Context: an optimization exercise on an open-source flow, tuned for a short achievable clock period and few clock cycles per item. The choices shown serve that exercise and are no tape-out recipe.
Function was checked by simulation only, so behaviour that the tests miss may differ from the original.
Power is estimated from default activity; no workload was simulated.

## design/flow/run.sh

```bash
#!/bin/bash
# synth_recipe.tcl (not shown) runs the flow's synth.tcl, then flattens the netlist and writes it again
# the make line also repeats each setting of config.mk as NAME=value (left out here)
make -C /OpenROAD-flow-scripts/flow DESIGN_CONFIG=/design/flow/config.mk WORK_HOME=/design/flow/orfs CLKGATE_MAP_FILE= SYNTH_SCRIPT=/design/flow/synth_recipe.tcl finish
```

## design/flow/config.mk

```make
export PLATFORM = sky130hd
export DESIGN_NAME = divider
export DESIGN_NICKNAME = divider
export VERILOG_FILES = /design/flow/design.v
export SDC_FILE = /design/flow/constraint.sdc
export NUM_CORES = 4
export LEC_CHECK = 0
export ABC_CLOCK_PERIOD_IN_PS = 2000
export CAP_MARGIN = 20
export CORE_MARGIN = 2
export CORE_UTILIZATION = 40
export SETUP_SLACK_MARGIN = 0.7
export SLEW_MARGIN = 20
export TNS_END_PERCENT = 100
```

## design/flow/constraint.sdc

```tcl
create_clock -name core_clock -period 5.0 [get_ports {clk}]
set_input_delay 1.0000 -clock core_clock [delete_from_list [all_inputs] [get_ports {clk}]]
set_output_delay 1.0000 -clock core_clock [all_outputs]
set_load 0.01 [all_outputs]
```

## design/flow/design.v

```verilog
module divider (clk, rst, enable, dividend, divisor, quotient, remainder, dout_vld);
    input         clk, rst, enable;
    input  [31:0] dividend, divisor;
    output [31:0] quotient, remainder;
    output reg    dout_vld;
    reg  [31:0] rem_r;           
    reg  [31:0] q_r;             
    reg  [3:0] cnt;             
    reg  [35:0] m1;              
    reg  [35:0] m2;              
    reg  [35:0] m3;              
    reg  [35:0] m4;              
    reg  [35:0] m5;              
    reg  [35:0] m6;              
    reg  [35:0] m7;              
    reg  [35:0] m8;              
    reg  [35:0] m9;              
    reg  [35:0] m10;              
    reg  [35:0] m11;              
    reg  [35:0] m12;              
    reg  [35:0] m13;              
    reg  [35:0] m14;              
    reg  [35:0] m15;              
    assign quotient  = q_r[31:0];
    assign remainder = rem_r;
    wire load = !enable || dout_vld;
    wire [31:0] a = dividend;
    wire [31:0] b = divisor;
    wire c0 = (a >> 0) < b;
    wire c1 = (a >> 4) < b;
    wire c2 = (a >> 8) < b;
    wire c3 = (a >> 12) < b;
    wire c4 = (a >> 16) < b;
    wire c5 = (a >> 20) < b;
    wire c6 = (a >> 24) < b;
    wire c7 = (a >> 28) < b;
    wire [8:0] h;   
    assign h[0] = load & c0;
    assign h[1] = load & c1 & ~c0;
    assign h[2] = load & c2 & ~c1;
    assign h[3] = load & c3 & ~c2;
    assign h[4] = load & c4 & ~c3;
    assign h[5] = load & c5 & ~c4;
    assign h[6] = load & c6 & ~c5;
    assign h[7] = load & c7 & ~c6;
    assign h[8] = load & ~c7;
    wire [63:0] ext = {{32{1'b0}}, a};
    wire [35:0] bx = {{4{1'b0}}, b};
    wire [35:0] n1 = bx << 0;
    wire [35:0] s3_0_0s = ~(bx << 0) ^ (bx << 2) ^ 36'd1;
    wire [35:0] s3_0_0c = ((~(bx << 0) & (bx << 2)) | (~(bx << 0) & 36'd1) | ((bx << 2) & 36'd1)) << 1;
    wire [35:0] n3 = s3_0_0s + s3_0_0c;
    wire [35:0] n5 = (bx << 0) + (bx << 2);
    wire [35:0] s7_0_0s = ~(bx << 0) ^ (bx << 3) ^ 36'd1;
    wire [35:0] s7_0_0c = ((~(bx << 0) & (bx << 3)) | (~(bx << 0) & 36'd1) | ((bx << 3) & 36'd1)) << 1;
    wire [35:0] n7 = s7_0_0s + s7_0_0c;
    wire [35:0] n9 = (bx << 0) + (bx << 3);
    wire [35:0] s11_0_0s = ~(bx << 0) ^ ~(bx << 2) ^ (bx << 4);
    wire [35:0] s11_0_0c = ((~(bx << 0) & ~(bx << 2)) | (~(bx << 0) & (bx << 4)) | (~(bx << 2) & (bx << 4))) << 1;
    wire [35:0] s11_1_0s = s11_0_0s ^ s11_0_0c ^ 36'd2;
    wire [35:0] s11_1_0c = ((s11_0_0s & s11_0_0c) | (s11_0_0s & 36'd2) | (s11_0_0c & 36'd2)) << 1;
    wire [35:0] n11 = s11_1_0s + s11_1_0c;
    wire [35:0] s13_0_0s = (bx << 0) ^ ~(bx << 2) ^ (bx << 4);
    wire [35:0] s13_0_0c = (((bx << 0) & ~(bx << 2)) | ((bx << 0) & (bx << 4)) | (~(bx << 2) & (bx << 4))) << 1;
    wire [35:0] s13_1_0s = s13_0_0s ^ s13_0_0c ^ 36'd1;
    wire [35:0] s13_1_0c = ((s13_0_0s & s13_0_0c) | (s13_0_0s & 36'd1) | (s13_0_0c & 36'd1)) << 1;
    wire [35:0] n13 = s13_1_0s + s13_1_0c;
    wire [35:0] s15_0_0s = ~(bx << 0) ^ (bx << 4) ^ 36'd1;
    wire [35:0] s15_0_0c = ((~(bx << 0) & (bx << 4)) | (~(bx << 0) & 36'd1) | ((bx << 4) & 36'd1)) << 1;
    wire [35:0] n15 = s15_0_0s + s15_0_0c;
    wire [35:0] x = {rem_r, q_r[31:28]};
    wire [36:0] d1 = {1'b0, x} - {1'b0, m1};
    wire [36:0] d2 = {1'b0, x} - {1'b0, m2};
    wire [36:0] d3 = {1'b0, x} - {1'b0, m3};
    wire [36:0] d4 = {1'b0, x} - {1'b0, m4};
    wire [36:0] d5 = {1'b0, x} - {1'b0, m5};
    wire [36:0] d6 = {1'b0, x} - {1'b0, m6};
    wire [36:0] d7 = {1'b0, x} - {1'b0, m7};
    wire [36:0] d8 = {1'b0, x} - {1'b0, m8};
    wire [36:0] d9 = {1'b0, x} - {1'b0, m9};
    wire [36:0] d10 = {1'b0, x} - {1'b0, m10};
    wire [36:0] d11 = {1'b0, x} - {1'b0, m11};
    wire [36:0] d12 = {1'b0, x} - {1'b0, m12};
    wire [36:0] d13 = {1'b0, x} - {1'b0, m13};
    wire [36:0] d14 = {1'b0, x} - {1'b0, m14};
    wire [36:0] d15 = {1'b0, x} - {1'b0, m15};
    wire [16:0] t;   
    assign t[0] = 1'b1;
    assign t[1] = ~d1[36];
    assign t[2] = ~d2[36];
    assign t[3] = ~d3[36];
    assign t[4] = ~d4[36];
    assign t[5] = ~d5[36];
    assign t[6] = ~d6[36];
    assign t[7] = ~d7[36];
    assign t[8] = ~d8[36];
    assign t[9] = ~d9[36];
    assign t[10] = ~d10[36];
    assign t[11] = ~d11[36];
    assign t[12] = ~d12[36];
    assign t[13] = ~d13[36];
    assign t[14] = ~d14[36];
    assign t[15] = ~d15[36];
    assign t[16] = 1'b0;
    wire [15:0] s;   
    assign s[0] = ~load & t[0] & ~t[1];
    assign s[1] = ~load & t[1] & ~t[2];
    assign s[2] = ~load & t[2] & ~t[3];
    assign s[3] = ~load & t[3] & ~t[4];
    assign s[4] = ~load & t[4] & ~t[5];
    assign s[5] = ~load & t[5] & ~t[6];
    assign s[6] = ~load & t[6] & ~t[7];
    assign s[7] = ~load & t[7] & ~t[8];
    assign s[8] = ~load & t[8] & ~t[9];
    assign s[9] = ~load & t[9] & ~t[10];
    assign s[10] = ~load & t[10] & ~t[11];
    assign s[11] = ~load & t[11] & ~t[12];
    assign s[12] = ~load & t[12] & ~t[13];
    assign s[13] = ~load & t[13] & ~t[14];
    assign s[14] = ~load & t[14] & ~t[15];
    assign s[15] = ~load & t[15] & ~t[16];
    reg  [31:0] rem_n;
    reg  [31:0] q_n;
    reg  [3:0] cnt_n;
    always @(*) begin
        rem_n = 0; q_n = 0; cnt_n = 0;
        if (h[0]) begin rem_n = rem_n | a; cnt_n = cnt_n | 4'd0; end
        if (h[1]) begin rem_n = rem_n | ext[35:4]; q_n = q_n | (ext[31:0] << 28); cnt_n = cnt_n | 4'd1; end
        if (h[2]) begin rem_n = rem_n | ext[39:8]; q_n = q_n | (ext[31:0] << 24); cnt_n = cnt_n | 4'd2; end
        if (h[3]) begin rem_n = rem_n | ext[43:12]; q_n = q_n | (ext[31:0] << 20); cnt_n = cnt_n | 4'd3; end
        if (h[4]) begin rem_n = rem_n | ext[47:16]; q_n = q_n | (ext[31:0] << 16); cnt_n = cnt_n | 4'd4; end
        if (h[5]) begin rem_n = rem_n | ext[51:20]; q_n = q_n | (ext[31:0] << 12); cnt_n = cnt_n | 4'd5; end
        if (h[6]) begin rem_n = rem_n | ext[55:24]; q_n = q_n | (ext[31:0] << 8); cnt_n = cnt_n | 4'd6; end
        if (h[7]) begin rem_n = rem_n | ext[59:28]; q_n = q_n | (ext[31:0] << 4); cnt_n = cnt_n | 4'd7; end
        if (h[8]) begin rem_n = rem_n | ext[63:32]; q_n = q_n | (ext[31:0] << 0); cnt_n = cnt_n | 4'd8; end
        if (s[0]) begin rem_n = rem_n | x[31:0]; q_n = q_n | {q_r[27:0], 4'd0}; end
        if (s[1]) begin rem_n = rem_n | d1[31:0]; q_n = q_n | {q_r[27:0], 4'd1}; end
        if (s[2]) begin rem_n = rem_n | d2[31:0]; q_n = q_n | {q_r[27:0], 4'd2}; end
        if (s[3]) begin rem_n = rem_n | d3[31:0]; q_n = q_n | {q_r[27:0], 4'd3}; end
        if (s[4]) begin rem_n = rem_n | d4[31:0]; q_n = q_n | {q_r[27:0], 4'd4}; end
        if (s[5]) begin rem_n = rem_n | d5[31:0]; q_n = q_n | {q_r[27:0], 4'd5}; end
        if (s[6]) begin rem_n = rem_n | d6[31:0]; q_n = q_n | {q_r[27:0], 4'd6}; end
        if (s[7]) begin rem_n = rem_n | d7[31:0]; q_n = q_n | {q_r[27:0], 4'd7}; end
        if (s[8]) begin rem_n = rem_n | d8[31:0]; q_n = q_n | {q_r[27:0], 4'd8}; end
        if (s[9]) begin rem_n = rem_n | d9[31:0]; q_n = q_n | {q_r[27:0], 4'd9}; end
        if (s[10]) begin rem_n = rem_n | d10[31:0]; q_n = q_n | {q_r[27:0], 4'd10}; end
        if (s[11]) begin rem_n = rem_n | d11[31:0]; q_n = q_n | {q_r[27:0], 4'd11}; end
        if (s[12]) begin rem_n = rem_n | d12[31:0]; q_n = q_n | {q_r[27:0], 4'd12}; end
        if (s[13]) begin rem_n = rem_n | d13[31:0]; q_n = q_n | {q_r[27:0], 4'd13}; end
        if (s[14]) begin rem_n = rem_n | d14[31:0]; q_n = q_n | {q_r[27:0], 4'd14}; end
        if (s[15]) begin rem_n = rem_n | d15[31:0]; q_n = q_n | {q_r[27:0], 4'd15}; end
        if (~load && cnt != 0) cnt_n = cnt - 1'b1;
    end
    always @(posedge clk or negedge rst) begin
        if (!rst) begin
            cnt      <= 0;
            dout_vld <= 1'b0;
        end else begin
            cnt      <= cnt_n;
            dout_vld <= load ? c0 : (cnt == 1);
        end
    end
    always @(posedge clk) begin
        rem_r <= rem_n;
        q_r   <= q_n;
        if (load) begin
            m1 <= n1;
            m2 <= (n1 << 1);
            m3 <= n3;
            m4 <= (n1 << 2);
            m5 <= n5;
            m6 <= (n3 << 1);
            m7 <= n7;
            m8 <= (n1 << 3);
            m9 <= n9;
            m10 <= (n5 << 1);
            m11 <= n11;
            m12 <= (n3 << 2);
            m13 <= n13;
            m14 <= (n7 << 1);
            m15 <= n15;
        end
    end
endmodule
```

==> results.sh <==
export IMPL_status="finished clean"
export IMPL_critPathArrivalTime_ns=4.95
export IMPL_crit_type="input port to flop"
export IMPL_place_congestion=1.07
export IMPL_via_count=60300
export IMPL_min_path_cells=2
export IMPL_path_clk_slew_ns=0.06
export IMPL_min_path_type="flop to flop"
export IMPL_worstMarginPinSlew_ns=1.14
export IMPL_hold_end="q_r[12]"
export IMPL_post_route_min_period_ns=4.48
export IMPL_r2r_cells=17
export IMPL_overflow=0
export IMPL_reg2reg_slack_ns=0.60
export IMPL_p_leak_uw=0.0341
export IMPL_cts_root_buf="clkbuf_16"
export IMPL_pre_cts_slack_ns=-0.831
export IMPL_start_util_pct=40.4
export IMPL_grt_pass1_vias=58700
export IMPL_crit_start="divisor[29]"
export IMPL_met2_usage_pct=58.3
export IMPL_maxCapViolations=0
export IMPL_final_nets=9122
export IMPL_use_met1_pct=51.0
export IMPL_layout_common_cells="buf_4 (1045), ha_1 (963), a21oi_1 (536)"
export IMPL_async_flop_share_pct=1.48
export IMPL_hold_slack_ns=0.519
export IMPL_worstHoldStart="q_r[8]"
export IMPL_rows=136
export IMPL_drive_above_1_share_pct=22.9
export IMPL_setup_tns_ns=0
export IMPL_grtUsageMet3_pct=8.94
export IMPL_avgSynthCellArea_um2=8.27
export IMPL_cts_buffer_depth=3
export IMPL_r2r_start="m15[0]"
export IMPL_drt_iter0_markers=6359
export IMPL_drt_pass1_iter_count=10
export IMPL_cts_sinks=338
export IMPL_yosysWarningCount=1
export IMPL_critPathMaxStageDelay_ns=0.71
export IMPL_ys_flop_type="edfxtp_1"
export IMPL_r2r_end="rem_r[31]"
export IMPL_synth_edff_count=269
export IMPL_areaGrowthSynthToFinish_pct=31.8
export IMPL_htree_levels=2
export IMPL_die_h_um=377
export IMPL_ys_seq_area_share_pct=17.0
export IMPL_via_per_inst=6.17
export IMPL_numCtsBuffers=44
export IMPL_crit_chain="dlygate4sd2_1 -> buf_12 -> inv_2 -> ha_1 -> a21o_1 -> a21oi_2 -> nor2b_2 -> a2111oi_4 -> and2_4 -> nor3_4 -> a222oi_1 -> buf_4 -> o21a_1 -> nand4_1 -> a2111o_1 -> or4_1"
export IMPL_synth_nets=7911
export IMPL_synth_seq_cells=338
export IMPL_insertion_delay_ns=0.63
export IMPL_die_area_um2=142000
export IMPL_cts_tree="yes"
export IMPL_rsz0062_at_grt="true"
export IMPL_cpMaxStageDelayCell="a2111oi_4"
export IMPL_grt_total_usage_pct=38.0
export IMPL_slew_headroom_pct=23.8
export IMPL_maxSlewViolCount=0
export IMPL_grt_max_degree=81
export IMPL_coreArea_um2=138000
export IMPL_die_w_um=377
export IMPL_powerDensity_nw_per_um2=678
export IMPL_syn_inst=6729
export IMPL_dpl_hpwl_um=233000
export IMPL_crit_buf_inv=4
export IMPL_power_total_uw=49700
export IMPL_fmax_mhz=223
export IMPL_final_common_cell="buf_4"
export IMPL_antenna_found_initial=16
export IMPL_grt_most_used_layer="met2"
export IMPL_hold_violations=0
export IMPL_skew_ns=0.0510
export IMPL_crit_required_ns=5.47
export IMPL_drc=0
export IMPL_post_drt_wl_per_cell_um=28.6
export IMPL_cp_start_kind="input port"
export IMPL_crit_fanout=3
export IMPL_ios=132
export IMPL_portBuffers=131
export IMPL_fin_ws_ns=0.518
export IMPL_post_route_period_util_pct=89.6
export IMPL_wl_um=280000
export IMPL_syn_area_um2=55600
export IMPL_synth_cell_types=109
export IMPL_setup_violations=0
export IMPL_irDropWorstVdd_mv=0.308
export IMPL_critPathCaptureType="flop"
export IMPL_ant_nets=0
export IMPL_grt_first_pass_wirelength_um=395000
export IMPL_cpLargestDelayFamily="compound AO/OA/AOI/OAI gates"
## cell type report
type | instances | area (µm²)
clock inverters | 30 | 409
flip-flops and latches | 338 | 9510
multi-input cells | 5665 | 46400
inverters | 572 | 2240
repair buffers | 1319 | 11300
diodes | 4 | 10.0
clock buffers | 52 | 1160
fillers | 12900 | 64500
well taps | 1794 | 2240
## worst max path at each step
stage	endpoint	slack [ns]	cells after the start
global route	rem_r[3]	0.48	18
finish	rem_r[3]	0.52	16
floorplan	m13[34]	0.37	17
CTS	rem_r[3]	0.62	14
global placement	m13[34]	-0.80	20
detailed placement	m13[34]	-0.83	20
## sequential cells by signal, indices dropped and copies added, names as in the netlist
name	flops
m3	34
m11	35
m7	33
m5	33
cnt	4
m9	35
m1	29
m13	35
q_r	32
rem_r	32
m15	35
dout_vld	1
## synthesized netlist by cell type, types with 37 or more instances
cell          n  area share (%)
a21oi_1     594             5.3
nand2_1     428             2.9
edfxtp_1    269              15
dfxtp_1      64             2.3
o21bai_1     72            0.97
o21ai_0     342             3.1
nand4_1      95             1.1
fa_1         70             2.5
a2111oi_0    37            0.58
a21o_1      341             4.6
a211oi_1     68            0.92
xnor2_1     379             6.0
inv_1       569             3.8
nand3_1     154             1.4
or3_1        48            0.54
nand2b_1    115             1.3
clkbuf_1    111            0.75
and2_1       39            0.44
and3_1       73            0.82
nor2_1      416             2.8
o21a_1       99             1.3
nor2b_1      80            0.90
a31oi_1      61            0.69
xor2_1      198             3.1
a22oi_1     100             1.3
o211ai_1     53            0.72
a221oi_1     64             1.0
ha_1       1045              24
nor3_1      110            0.99
## kinds of logic after synthesis
family                     share of synthesized area [%]
DFF                                                 17.0
muxes                                              0.202
xor gates and xnor gates                            9.08
buffers and inverters                               4.96
adders and majority gates                           26.0
and+or+nand+nor                                     15.0
AOI/OAI and AO/OA                                   27.7
## worst reg2reg max path: cells and delay by family, from the launching register on
kind / cells / cell delay (ns)
flops: 1 / 0.39
fa+ha+maj: 1 / 0.18
compound gates: 7 / 2.33
buf+inv: 4 / 0.54
simple gates: 5 / 0.89
## power breakdown
part           switching, µW  leakage [µW]  total, µW  internal, µW
clock                   1510      0.000748       3570          2060
sequential              1070       0.00333       5260          4190
combinational          24600        0.0300      40900         16300
## per-layer routing
layer	vias to the layer above	part of all wire, %
li1	27600	-
met1	29200	42
met2	2912	42
met3	618	10
met4	8	5.3
met5	-	0.020
## stage by stage
stage / std cells / cell area (µm²) / utilization [%]
finish: 9774 / 73300 / 53.2
global route: 9771 / 73300 / 53.2
CTS: 9725 / 71700 / 52.0
detailed placement: 9555 / 67800 / 49.2
global placement: 9555 / 67800 / 49.2
floorplan: 6729 / 56200 / -
## what timing repair did
item,4_1_cts,5_1_grt
endpoints found under the setup margin,136,80
pin swaps,139,167
hold buffers,0,0
buffers inserted,86,44
cloned,2,1
gates resized for setup,466,300
Testbench counts, summed over its fixed seeds: cycles 8,362, items 3,200.

[re-timing with driven ports]
Ports are ideal in the flow. The routed layout listed here was re-timed in OpenROAD. Step 1 (the two cells are an assumption about what drives the block):
set clk [get_ports {clk}]
set_driving_cell -lib_cell sky130_fd_sc_hd__clkbuf_16 $clk
set_driving_cell -lib_cell sky130_fd_sc_hd__buf_2 [delete_from_list [all_inputs] $clk]
Step 2 times the ports against the registers' clock, not the clock port: input delays grow and output delays shrink by t, the midpoint of the rising clock arrivals with the driver on. a / b / c = no drivers / after step 1 / after step 2; a / b = the first two.
t, ns: 0.675
setup slack, ns: 0.518 / 0.506 / -0.169
worst setup path at the end: input to register
worst register clock-pin slew, ns: 0.07 / 0.07
cell pins on the clock port's net: 1
Met with ideal ports but missed after step 2: setup timing in this run. The setup slack of this run moves by -0.012 ns with the drivers and by -0.687 ns with both steps.
